What follows belongs to an exercise in optimizing a design on an open flow for small area, a short achievable clock period and few clock cycles per item; a production flow would make more cautious choices. In this exercise RTL edits were held to simulation tests only and were not proved equivalent to the original. Power and IR drop assume default switching activity.

==> branch ember: inputs <==
==> flow/design.v <==
module mp_cache_data_array(
    clk0,csb0,web0,wmask0,addr0,din0,dout0
  );
  parameter NUM_WMASKS = 32 ;
  parameter DATA_WIDTH = 256 ;
  parameter ADDR_WIDTH = 4 ;
  parameter RAM_DEPTH = 1 << ADDR_WIDTH;
  input  clk0;  
  input   csb0;  
  input  web0;  
  input [ADDR_WIDTH-1:0]  addr0;
  input [NUM_WMASKS-1:0]   wmask0;  
  input [DATA_WIDTH-1:0]  din0;
  output [DATA_WIDTH-1:0] dout0;
  reg  web0_reg;
  reg [NUM_WMASKS-1:0]   wmask0_reg;
  reg [ADDR_WIDTH-1:0]  addr0_reg;
  reg [DATA_WIDTH-1:0]  din0_reg;
  reg [DATA_WIDTH-1:0]  dout0;
  always @(posedge clk0)
  begin
    if( !csb0 ) begin
      web0_reg <= web0;
      wmask0_reg <= wmask0;
      addr0_reg <= addr0;
      din0_reg <= din0;
    end
  end
  wire [DATA_WIDTH*RAM_DEPTH-1:0] mem_flat;
  genvar r, b;
  generate
    for (r = 0; r < RAM_DEPTH; r = r + 1) begin : row
      reg [DATA_WIDTH-1:0] q;
      for (b = 0; b < NUM_WMASKS; b = b + 1) begin : lane
        always @(posedge clk0)
          if (!web0_reg && addr0_reg == r && wmask0_reg[b])
            q[b*8 +: 8] <= din0_reg[b*8 +: 8];
      end
      assign mem_flat[r*DATA_WIDTH +: DATA_WIDTH] = q;
    end
  endgenerate
  always @ (*)
  begin : MEM_READ0
    dout0 = mem_flat[addr0_reg*DATA_WIDTH +: DATA_WIDTH];
  end
endmodule
module mp_cache_tag_array(
    clk0,csb0,web0,addr0,din0,dout0
  );
  parameter DATA_WIDTH = 24 ;
  parameter ADDR_WIDTH = 4 ;
  parameter RAM_DEPTH = 1 << ADDR_WIDTH;
  input  clk0;  
  input   csb0;  
  input  web0;  
  input [ADDR_WIDTH-1:0]  addr0;
  input [DATA_WIDTH-1:0]  din0;
  output [DATA_WIDTH-1:0] dout0;
  reg  web0_reg;
  reg [ADDR_WIDTH-1:0]  addr0_reg;
  reg [DATA_WIDTH-1:0]  din0_reg;
  reg [DATA_WIDTH-1:0]  dout0;
  always @(posedge clk0)
  begin
    if( !csb0 ) begin
      web0_reg <= web0;
      addr0_reg <= addr0;
      din0_reg <= din0;
    end
  end
  wire [DATA_WIDTH*RAM_DEPTH-1:0] mem_flat;
  genvar r;
  generate
    for (r = 0; r < RAM_DEPTH; r = r + 1) begin : row
      reg [DATA_WIDTH-1:0] q;
      always @(posedge clk0)
        if (!web0_reg && addr0_reg == r)
          q <= din0_reg;
      assign mem_flat[r*DATA_WIDTH +: DATA_WIDTH] = q;
    end
  endgenerate
  always @ (*)
  begin : MEM_READ0
    dout0 = mem_flat[addr0_reg*DATA_WIDTH +: DATA_WIDTH];
  end
endmodule
module valid_array #(
            parameter               S_INDEX     = 4,
            parameter               WIDTH       = 1
)(
    input   logic                   clk0,
    input   logic                   rst0,
    input   logic                   csb0,
    input   logic                   web0,
    input   logic   [S_INDEX-1:0]   addr0,
    input   logic   [WIDTH-1:0]     din0,
    output  logic   [WIDTH-1:0]     dout0
);
            localparam              NUM_SETS    = 2**S_INDEX;
            logic                   web0_reg;
            logic   [S_INDEX-1:0]   addr0_reg;
            logic   [WIDTH-1:0]     din0_reg;
            logic   [WIDTH-1:0]     internal_array [NUM_SETS];
    always_ff @(posedge clk0) begin
        if (rst0) begin
            web0_reg  <= 1'b1;
            addr0_reg <= 'x;
            din0_reg  <= 'x;
        end else begin
            if (!csb0) begin
                web0_reg  <= web0;
                addr0_reg <= addr0;
                din0_reg  <= din0;
            end
        end
    end
    always_ff @(posedge clk0) begin
        if (rst0) begin
            for (int i = 0; i < NUM_SETS; i++) begin
                internal_array[i] <= '0;
            end
        end else begin
            if (!web0_reg) begin
                internal_array[addr0_reg] <= din0_reg;
            end
        end
    end
    always_comb begin
        dout0 = internal_array[addr0_reg];
    end
endmodule : valid_array
module lru_array #(
            parameter               S_INDEX     = 4,
            parameter               WIDTH       = 3
)(
    input   logic                   clk0,
    input   logic                   rst0,
    input   logic                   csb0,
    input   logic                   web0,
    input   logic   [S_INDEX-1:0]   addr0,
    input   logic   [WIDTH-1:0]     din0,
    output  logic   [WIDTH-1:0]     dout0,
    input   logic                   csb1,
    input   logic                   web1,
    input   logic   [S_INDEX-1:0]   addr1,
    input   logic   [WIDTH-1:0]     din1,
    output  logic   [WIDTH-1:0]     dout1
);
            localparam              NUM_SETS    = 2**S_INDEX;
            logic                   web0_reg;
            logic   [S_INDEX-1:0]   addr0_reg;
            logic   [WIDTH-1:0]     din0_reg;
            logic                   web1_reg;
            logic   [S_INDEX-1:0]   addr1_reg;
            logic   [WIDTH-1:0]     din1_reg;
            logic   [WIDTH-1:0]     internal_array [NUM_SETS];
    always_ff @(posedge clk0) begin
        if (rst0) begin
            web0_reg  <= 1'b1;
            addr0_reg <= 'x;
            din0_reg  <= 'x;
            web1_reg  <= 1'b1;
            addr1_reg <= 'x;
            din1_reg  <= 'x;
        end else begin
            if (!csb0) begin
                web0_reg  <= web0;
                addr0_reg <= addr0;
                din0_reg  <= din0;
            end
            if (!csb1) begin
                web1_reg  <= web1;
                addr1_reg <= addr1;
                din1_reg  <= din1;
            end
        end
    end
    always_ff @(posedge clk0) begin
        if (rst0) begin
            for (int i = 0; i < NUM_SETS; i++) begin
                internal_array[i] <= '0;
            end
        end else begin
            if (!web0_reg) begin
                internal_array[addr0_reg] <= din0_reg;
            end
            if (!web1_reg) begin
                internal_array[addr1_reg] <= din1_reg;
            end
        end
    end
    always_comb begin
        dout0 = (!web1_reg && (addr0_reg==addr1_reg)) ? din1_reg : internal_array[addr0_reg];
        dout1 = internal_array[addr1_reg];
    end
endmodule : lru_array
module cache (
    input   logic           clk,
    input   logic           rst,
    input   logic   [31:0]  ufp_addr,
    input   logic   [3:0]   ufp_rmask,
    input   logic   [3:0]   ufp_wmask,
    output  logic   [31:0]  ufp_rdata,
    input   logic   [31:0]  ufp_wdata,
    output  logic           ufp_resp,
    output  logic   [31:0]  dfp_addr,
    output  logic           dfp_read,
    output  logic           dfp_write,
    input   logic   [255:0] dfp_rdata,
    output  logic   [255:0] dfp_wdata,
    input   logic           dfp_resp
);
logic [255:0] line_q  [8];
logic [25:0]  tag_q   [8];
logic [7:0]   valid_q ;
logic [7:0]   dirty_q ;
logic [2:0]   plru_q  [2];
logic         st_wb ;       
logic         st_rd ;       
logic         resp_r ;
logic         wrhit_r ;     
logic [31:0]  rdata_r ;
logic [255:0] wb_r ;
logic [25:0]  dtag_r ;      
logic [31:2]  addr_r ;
logic [31:0]  wdata_r ;
logic [3:0]   wmask_r ;
logic [7:0]   lsel_r ;      
wire ready  = ~st_wb & ~st_rd ;
wire accept = ready & ((|ufp_rmask) | (|ufp_wmask)) ;
wire is_wr  = |ufp_wmask ;
wire        in_set = ufp_addr[5] ;
wire [25:0] in_tag = ufp_addr[31:6] ;
wire [2:0]  in_off = ufp_addr[4:2] ;
logic [7:0] hit8 ;
logic [3:0] hitv ;
logic [3:0] vic ;
logic [3:0] vic0, vic1 ;    
logic [2:0] p ;
logic [2:0] pnext ;
logic [3:0] wayv ;
logic [7:0] lsel ;
logic [7:0] vsel ;
logic       hit ;
logic       vdirty ;
logic [25:0] vtag ;
always_comb
begin
   for (int l = 0; l < 8; l++)
      hit8[l] = valid_q[l] && (tag_q[l] == in_tag) ;
   hitv = in_set ? hit8[7:4] : hit8[3:0] ;
   hit  = |hitv ;
   p    = in_set ? plru_q[1] : plru_q[0] ;
   vic  = in_set ? vic1 : vic0 ;
   wayv = hit ? hitv : vic ;
   lsel = in_set ? {wayv, 4'b0000} : {4'b0000, wayv} ;
   vsel = in_set ? {vic, 4'b0000} : {4'b0000, vic} ;
   vdirty = 1'b0 ;
   vtag   = '0 ;
   for (int l = 0; l < 8; l++) begin
      vdirty = vdirty | (vsel[l] & valid_q[l] & dirty_q[l]) ;
      vtag   = vtag | ({26{vsel[l]}} & tag_q[l]) ;
   end
   pnext = p ;
   if (wayv[0]) pnext = {p[2], 2'b11} ;
   if (wayv[1]) pnext = {p[2], 2'b01} ;
   if (wayv[2]) pnext = {1'b1, p[1], 1'b0} ;
   if (wayv[3]) pnext = {1'b0, p[1], 1'b0} ;
end
logic [7:0]  hsel ;
logic [7:0]  osel ;          
logic [31:0] lword [8] ;     
logic [31:0] hword ;
logic        fwd ;
always_comb
begin
   hsel  = {{4{in_set}} & hit8[7:4], {4{~in_set}} & hit8[3:0]} ;
   for (int k = 0; k < 8; k++)
      osel[k] = in_off == k ;
   hword = '0 ;
   for (int l = 0; l < 8; l++) begin
      lword[l] = '0 ;
      for (int k = 0; k < 8; k++)
         lword[l] = lword[l] | ({32{osel[k]}} & line_q[l][k*32 +: 32]) ;
      hword = hword | ({32{hsel[l]}} & lword[l]) ;
   end
   fwd = wrhit_r && (ufp_addr[31:2] == addr_r) ;
   for (int b = 0; b < 4; b++)
      if (fwd && wmask_r[b])
         hword[b*8 +: 8] = wdata_r[b*8 +: 8] ;
end
logic [3:0]   wsel0, wsel1 ;
logic         wset ;
logic [255:0] vline0, vline1, vline ;
always_comb
begin
   vic0[0] = plru_q[0][1:0] == 2'b00 ;
   vic0[1] = plru_q[0][1:0] == 2'b10 ;
   vic0[2] = {plru_q[0][2],plru_q[0][0]} == 2'b01 ;
   vic0[3] = {plru_q[0][2],plru_q[0][0]} == 2'b11 ;
   vic1[0] = plru_q[1][1:0] == 2'b00 ;
   vic1[1] = plru_q[1][1:0] == 2'b10 ;
   vic1[2] = {plru_q[1][2],plru_q[1][0]} == 2'b01 ;
   vic1[3] = {plru_q[1][2],plru_q[1][0]} == 2'b11 ;
   wsel0 = ready ? vic0 : lsel_r[3:0] ;
   wsel1 = ready ? vic1 : lsel_r[7:4] ;
   wset  = ready ? in_set : addr_r[5] ;
   vline0 = '0 ;
   vline1 = '0 ;
   for (int w = 0; w < 4; w++) begin
      vline0 = vline0 | ({256{wsel0[w]}} & line_q[w]) ;
      vline1 = vline1 | ({256{wsel1[w]}} & line_q[4+w]) ;
   end
   vline = wset ? vline1 : vline0 ;
end
wire fill = st_rd & dfp_resp ;
logic [31:0]  wbyte ;        
logic [31:0]  we ;           
logic [255:0] din ;
always_comb
begin
   for (int b = 0; b < 32; b++) begin
      wbyte[b] = (addr_r[4:2] == b/4) && wmask_r[b%4] ;
      we[b]    = st_rd || (wrhit_r && wbyte[b]) ;
      din[b*8 +: 8] = wbyte[b] ? wdata_r[(b%4)*8 +: 8] : dfp_rdata[b*8 +: 8] ;
   end
end
generate for (genvar l = 0; l < 8; l++) begin : lines
   for (genvar b = 0; b < 32; b++) begin : bytes
      always_ff @(posedge clk)
         if (lsel_r[l] && we[b])
            line_q[l][b*8 +: 8] <= din[b*8 +: 8] ;
   end
   always_ff @(posedge clk)
      if (st_rd && lsel_r[l])
         tag_q[l] <= addr_r[31:6] ;
   always_ff @(posedge clk)
      if (rst)
         valid_q[l] <= 1'b0 ;
      else if (st_rd && lsel_r[l])
         valid_q[l] <= 1'b1 ;
   always_ff @(posedge clk)
      if (st_rd && lsel_r[l])
         dirty_q[l] <= |wmask_r ;
      else if (wrhit_r && lsel_r[l])
         dirty_q[l] <= 1'b1 ;
end endgenerate
always_ff @(posedge clk)
begin
   if (rst) begin
      st_wb   <= 1'b0 ;
      st_rd   <= 1'b0 ;
      resp_r  <= 1'b0 ;
      wrhit_r <= 1'b0 ;
      plru_q[0] <= '0 ;
      plru_q[1] <= '0 ;
   end
   else begin
      resp_r  <= 1'b0 ;
      wrhit_r <= 1'b0 ;
      if (accept) begin
         plru_q[in_set] <= pnext ;
         if (hit) begin
            resp_r  <= 1'b1 ;
            wrhit_r <= is_wr ;
         end
         else begin
            st_wb <= vdirty ;
            st_rd <= ~vdirty ;
         end
      end
      if (st_wb && dfp_resp) begin
         st_wb <= 1'b0 ;
         st_rd <= 1'b1 ;
      end
      if (fill) begin
         st_rd  <= 1'b0 ;
         resp_r <= 1'b1 ;
      end
   end
end
always_ff @(posedge clk)
begin
   if (ready) begin
      addr_r  <= ufp_addr[31:2] ;
      wdata_r <= ufp_wdata ;
      wmask_r <= ufp_wmask ;
      lsel_r  <= lsel ;
      dtag_r  <= vdirty ? vtag : in_tag ;
   end
   else if (st_wb && dfp_resp)
      dtag_r  <= addr_r[31:6] ;
end
always_ff @(posedge clk)
begin
   wb_r    <= vline ;
   rdata_r <= st_rd ? dfp_rdata[addr_r[4:2]*32 +: 32] : hword ;
end
assign ufp_resp  = resp_r ;
assign ufp_rdata = rdata_r ;
assign dfp_read  = st_rd ;
assign dfp_write = st_wb ;
assign dfp_addr  = {dtag_r, addr_r[5], 5'b00000} ;
assign dfp_wdata = wb_r ;
endmodule
==> flow/flow/run.sh <==
#!/bin/bash
# Standard layout (settings from config.mk) with two changes: ports are
# buffered with buf_1 (resized later where timing needs it), and
# repair_timing aims for 7.2 ns of setup slack so that it keeps improving
# the achieved period.  make's output goes to flow.log.
set -euo pipefail
bash standard.sh SETUP_SLACK_MARGIN=7.2 "BUFFER_PORTS_ARGS=-buffer_cell sky130_fd_sc_hd__buf_1" finish > flow.log 2>&1
==> flow/standard.sh <==
#!/bin/bash
# synth_recipe.tcl (not shown) runs the flow's synth.tcl, then flattens the netlist and writes it again
# the make line also repeats each setting of config.mk as NAME=value (left out here)
make -C /OpenROAD-flow-scripts/flow DESIGN_CONFIG=/design/flow/config.mk WORK_HOME=/design/flow/orfs CLKGATE_MAP_FILE= SYNTH_SCRIPT=/design/flow/synth_recipe.tcl "${@:-finish}"
==> flow/config.mk <==
export PLATFORM = sky130hd
export DESIGN_NAME = cache
export DESIGN_NICKNAME = cache
export VERILOG_FILES = /design/flow/design.v
export SDC_FILE = /design/flow/constraint.sdc
export NUM_CORES = 4
export LEC_CHECK = 0
export CAP_MARGIN = 35
export CORE_MARGIN = 2
export CORE_UTILIZATION = 40
export CTS_CLUSTER_DIAMETER = 100
export CTS_CLUSTER_SIZE = 25
export SLEW_MARGIN = 35
export SYNTH_MEMORY_MAX_BITS = 65536
==> flow/constraint.sdc <==
create_clock -name core_clock -period 11.0 [get_ports {clk}]
set_input_delay 2.2000 -clock core_clock [delete_from_list [all_inputs] [get_ports {clk}]]
set_output_delay 2.2000 -clock core_clock [all_outputs]
set_load 0.01 [all_outputs]
==> branch pepper (differences from branch ember) <==
--- a/flow/design.v
+++ b/flow/design.v
@@ -218,9 +218,9 @@
 logic         st_wb ;       
 logic         st_rd ;       
 logic         resp_r ;
-logic         wrhit_r ;     
 logic [31:0]  rdata_r ;
-logic [255:0] wb_r ;
+logic [255:0] wb_r ;        
+logic [7:0]   osel_r ;      
 logic [25:0]  dtag_r ;      
 logic [31:2]  addr_r ;
 logic [31:0]  wdata_r ;
@@ -235,12 +235,10 @@
 logic [7:0] hit8 ;
 logic [3:0] hitv ;
 logic [3:0] vic ;
-logic [3:0] vic0, vic1 ;    
 logic [2:0] p ;
 logic [2:0] pnext ;
 logic [3:0] wayv ;
 logic [7:0] lsel ;
-logic [7:0] vsel ;
 logic       hit ;
 logic       vdirty ;
 logic [25:0] vtag ;
@@ -251,15 +249,19 @@
    hitv = in_set ? hit8[7:4] : hit8[3:0] ;
    hit  = |hitv ;
    p    = in_set ? plru_q[1] : plru_q[0] ;
-   vic  = in_set ? vic1 : vic0 ;
+   vic[0] = p[1:0] == 2'b00 ;
+   vic[1] = p[1:0] == 2'b10 ;
+   vic[2] = {p[2],p[0]} == 2'b01 ;
+   vic[3] = {p[2],p[0]} == 2'b11 ;
    wayv = hit ? hitv : vic ;
    lsel = in_set ? {wayv, 4'b0000} : {4'b0000, wayv} ;
-   vsel = in_set ? {vic, 4'b0000} : {4'b0000, vic} ;
    vdirty = 1'b0 ;
    vtag   = '0 ;
-   for (int l = 0; l < 8; l++) begin
-      vdirty = vdirty | (vsel[l] & valid_q[l] & dirty_q[l]) ;
-      vtag   = vtag | ({26{vsel[l]}} & tag_q[l]) ;
+   for (int w = 0; w < 4; w++) begin
+      if (vic[w]) begin
+         vdirty = vdirty | (in_set ? valid_q[4+w] & dirty_q[4+w] : valid_q[w] & dirty_q[w]) ;
+         vtag   = vtag | (in_set ? tag_q[4+w] : tag_q[w]) ;
+      end
    end
    pnext = p ;
    if (wayv[0]) pnext = {p[2], 2'b11} ;
@@ -267,103 +269,67 @@
    if (wayv[2]) pnext = {1'b1, p[1], 1'b0} ;
    if (wayv[3]) pnext = {1'b0, p[1], 1'b0} ;
 end
-logic [7:0]  hsel ;
-logic [7:0]  osel ;          
-logic [31:0] lword [8] ;     
-logic [31:0] hword ;
-logic        fwd ;
+logic [255:0] sline ;
 always_comb
 begin
-   hsel  = {{4{in_set}} & hit8[7:4], {4{~in_set}} & hit8[3:0]} ;
-   for (int k = 0; k < 8; k++)
-      osel[k] = in_off == k ;
-   hword = '0 ;
-   for (int l = 0; l < 8; l++) begin
-      lword[l] = '0 ;
-      for (int k = 0; k < 8; k++)
-         lword[l] = lword[l] | ({32{osel[k]}} & line_q[l][k*32 +: 32]) ;
-      hword = hword | ({32{hsel[l]}} & lword[l]) ;
-   end
-   fwd = wrhit_r && (ufp_addr[31:2] == addr_r) ;
-   for (int b = 0; b < 4; b++)
-      if (fwd && wmask_r[b])
-         hword[b*8 +: 8] = wdata_r[b*8 +: 8] ;
-end
-logic [3:0]   wsel0, wsel1 ;
-logic         wset ;
-logic [255:0] vline0, vline1, vline ;
-always_comb
-begin
-   vic0[0] = plru_q[0][1:0] == 2'b00 ;
-   vic0[1] = plru_q[0][1:0] == 2'b10 ;
-   vic0[2] = {plru_q[0][2],plru_q[0][0]} == 2'b01 ;
-   vic0[3] = {plru_q[0][2],plru_q[0][0]} == 2'b11 ;
-   vic1[0] = plru_q[1][1:0] == 2'b00 ;
-   vic1[1] = plru_q[1][1:0] == 2'b10 ;
-   vic1[2] = {plru_q[1][2],plru_q[1][0]} == 2'b01 ;
-   vic1[3] = {plru_q[1][2],plru_q[1][0]} == 2'b11 ;
-   wsel0 = ready ? vic0 : lsel_r[3:0] ;
-   wsel1 = ready ? vic1 : lsel_r[7:4] ;
-   wset  = ready ? in_set : addr_r[5] ;
-   vline0 = '0 ;
-   vline1 = '0 ;
-   for (int w = 0; w < 4; w++) begin
-      vline0 = vline0 | ({256{wsel0[w]}} & line_q[w]) ;
-      vline1 = vline1 | ({256{wsel1[w]}} & line_q[4+w]) ;
-   end
-   vline = wset ? vline1 : vline0 ;
+   sline = '0 ;
+   for (int l = 0; l < 8; l++)
+      sline = sline | ({256{lsel[l]}} & line_q[l]) ;
 end
 wire fill = st_rd & dfp_resp ;
 logic [31:0]  wbyte ;        
-logic [31:0]  we ;           
 logic [255:0] din ;
 always_comb
 begin
    for (int b = 0; b < 32; b++) begin
-      wbyte[b] = (addr_r[4:2] == b/4) && wmask_r[b%4] ;
-      we[b]    = st_rd || (wrhit_r && wbyte[b]) ;
-      din[b*8 +: 8] = wbyte[b] ? wdata_r[(b%4)*8 +: 8] : dfp_rdata[b*8 +: 8] ;
+      if (st_rd)
+         wbyte[b] = (addr_r[4:2] == b/4) && wmask_r[b%4] ;
+      else
+         wbyte[b] = 1'b1 ;
+      din[b*8 +: 8] = wbyte[b] ? (st_rd ? wdata_r[(b%4)*8 +: 8] : ufp_wdata[(b%4)*8 +: 8])
+                               : dfp_rdata[b*8 +: 8] ;
    end
 end
+wire hitwr = accept & hit & is_wr ;
+logic [31:0] hbyte ;         
+always_comb
+   for (int b = 0; b < 32; b++)
+      hbyte[b] = (in_off == b/4) && ufp_wmask[b%4] ;
 generate for (genvar l = 0; l < 8; l++) begin : lines
    for (genvar b = 0; b < 32; b++) begin : bytes
       always_ff @(posedge clk)
-         if (lsel_r[l] && we[b])
+         if ((fill && lsel_r[l]) || (hitwr && lsel[l] && hbyte[b]))
             line_q[l][b*8 +: 8] <= din[b*8 +: 8] ;
    end
    always_ff @(posedge clk)
-      if (st_rd && lsel_r[l])
+      if (fill && lsel_r[l])
          tag_q[l] <= addr_r[31:6] ;
    always_ff @(posedge clk)
       if (rst)
          valid_q[l] <= 1'b0 ;
-      else if (st_rd && lsel_r[l])
+      else if (fill && lsel_r[l])
          valid_q[l] <= 1'b1 ;
    always_ff @(posedge clk)
-      if (st_rd && lsel_r[l])
+      if (fill && lsel_r[l])
          dirty_q[l] <= |wmask_r ;
-      else if (wrhit_r && lsel_r[l])
+      else if (hitwr && lsel[l])
          dirty_q[l] <= 1'b1 ;
 end endgenerate
 always_ff @(posedge clk)
 begin
    if (rst) begin
-      st_wb   <= 1'b0 ;
-      st_rd   <= 1'b0 ;
-      resp_r  <= 1'b0 ;
-      wrhit_r <= 1'b0 ;
+      st_wb  <= 1'b0 ;
+      st_rd  <= 1'b0 ;
+      resp_r <= 1'b0 ;
       plru_q[0] <= '0 ;
       plru_q[1] <= '0 ;
    end
    else begin
-      resp_r  <= 1'b0 ;
-      wrhit_r <= 1'b0 ;
+      resp_r <= 1'b0 ;
       if (accept) begin
          plru_q[in_set] <= pnext ;
-         if (hit) begin
-            resp_r  <= 1'b1 ;
-            wrhit_r <= is_wr ;
-         end
+         if (hit)
+            resp_r <= 1'b1 ;
          else begin
             st_wb <= vdirty ;
             st_rd <= ~vdirty ;
@@ -386,15 +352,20 @@
       wdata_r <= ufp_wdata ;
       wmask_r <= ufp_wmask ;
       lsel_r  <= lsel ;
+      wb_r    <= sline ;
+      osel_r  <= 8'b1 << in_off ;
       dtag_r  <= vdirty ? vtag : in_tag ;
    end
    else if (st_wb && dfp_resp)
       dtag_r  <= addr_r[31:6] ;
+   else if (fill)
+      wb_r    <= din ;
 end
-always_ff @(posedge clk)
+always_comb
 begin
-   wb_r    <= vline ;
-   rdata_r <= st_rd ? dfp_rdata[addr_r[4:2]*32 +: 32] : hword ;
+   rdata_r = '0 ;
+   for (int k = 0; k < 8; k++)
+      rdata_r = rdata_r | ({32{osel_r[k]}} & wb_r[k*32 +: 32]) ;
 end
 assign ufp_resp  = resp_r ;
 assign ufp_rdata = rdata_r ;
==> flow/run.sh (new file) <==
#!/bin/bash
# synth_recipe.tcl (not shown) runs the flow's synth.tcl, then flattens the netlist and writes it again
# the make line also repeats each setting of config.mk as NAME=value (left out here)
make -C /OpenROAD-flow-scripts/flow DESIGN_CONFIG=/design/flow/config.mk WORK_HOME=/design/flow/orfs CLKGATE_MAP_FILE= SYNTH_SCRIPT=/design/flow/synth_recipe.tcl finish
- CAP_MARGIN: 35 -> 20
- CTS_CLUSTER_DIAMETER: 100 -> unset
- CTS_CLUSTER_SIZE: 25 -> unset
- SLEW_MARGIN: 35 -> 20
removed: flow/flow/run.sh
removed: flow/standard.sh
==> comparison <==
Of branch ember and branch pepper, branch ember has the higher synthesized cell count (gap about 8%, measured against branch pepper). Against branch pepper, the combinational power of branch ember is smaller by about 2%. Branch ember passed the timing, design-rule and antenna checks. Branch pepper went through all stages and came out clean. In branch ember the global-route usage is higher than in branch pepper, by 10 points. Between branch ember and branch pepper, the lower power is in branch ember (gap 17%, measured against branch pepper). In branch pepper the hold slack is worse than in branch ember, by 0.046 ns. Clock-buffer cell count: branch pepper is higher than branch ember (146).
==> figures <==
Final RePlAce weighted congestion: branch pepper 0.980; branch ember 1.03
Clock group total power: branch pepper 9.42 mW; branch ember 6.10 mW
Run status: branch pepper complete, no violations; branch ember complete, no violations
Worst hold margin: branch pepper 0.469 ns; branch ember 0.516 ns
Sequential share of power: branch pepper 0.468; branch ember 0.497
Psw: branch pepper 10.4 mW; branch ember 9.19 mW
Worst endpoint required time: branch pepper 11.54 ns; branch ember 11.64 ns
Core Area: branch pepper 283,000 um^2; branch ember 288,000 um^2
First-pass GRT wire length: branch pepper 639,000 um; branch ember 838,000 um
Number of enable flip-flop cells after synthesis: branch pepper 2,634; branch ember 2,370
Number of non-clock inverters in the layout: branch pepper 21; branch ember 12
HPWL after DPL: branch pepper 308,000 um; branch ember 400,000 um
Simple logic cell fraction of the synthesized area: branch pepper 0.0499; branch ember 0.0544
Fraction of the core area covered by cells at the end of the flow: branch pepper 0.476; branch ember 0.469
Testbench counts of branch ember, summed over its fixed seeds: cycles 93,084, requests 16,000.
Testbench counts of branch pepper, summed over its fixed seeds: cycles 93,084, requests 16,000.

-- separate check: timing with driven ports --
The flow's constraints put no driver on any port. The routed layouts listed below were extracted and timed again, unchanged, in two steps. Step 1 sets driving cells, clkbuf_16 on the clock port and buf_2 on the other inputs (assumed; they add their load-dependent delay and slew). Step 2 also shifts input and output timing later by t, the mid clock arrival at the registers, as if the neighbouring blocks saw the same clock. Slacks: no drivers / after step 1 / after step 2; pairs: no drivers / after step 1.
| run | shift t [ns] | slack for setup (ns) | worst register clock-pin slew, ns | worst data-port slew with drivers (ns) | pins driven straight from the clock port |
|---|---|---|---|---|---|
| branch ember | 1.001 | 7.032 / 6.856 / 5.855 | 0.12 / 0.12 | 0.35 | 1 |
| branch pepper | 1.027 | 3.793 / 3.861 / 2.833 | 0.07 / 0.07 | 0.14 | 1 |
After both steps every run listed still meets setup and hold. For branch ember, which loses most, drivers alone change the setup slack by -0.176 ns; drivers and shift together by -1.177 ns.
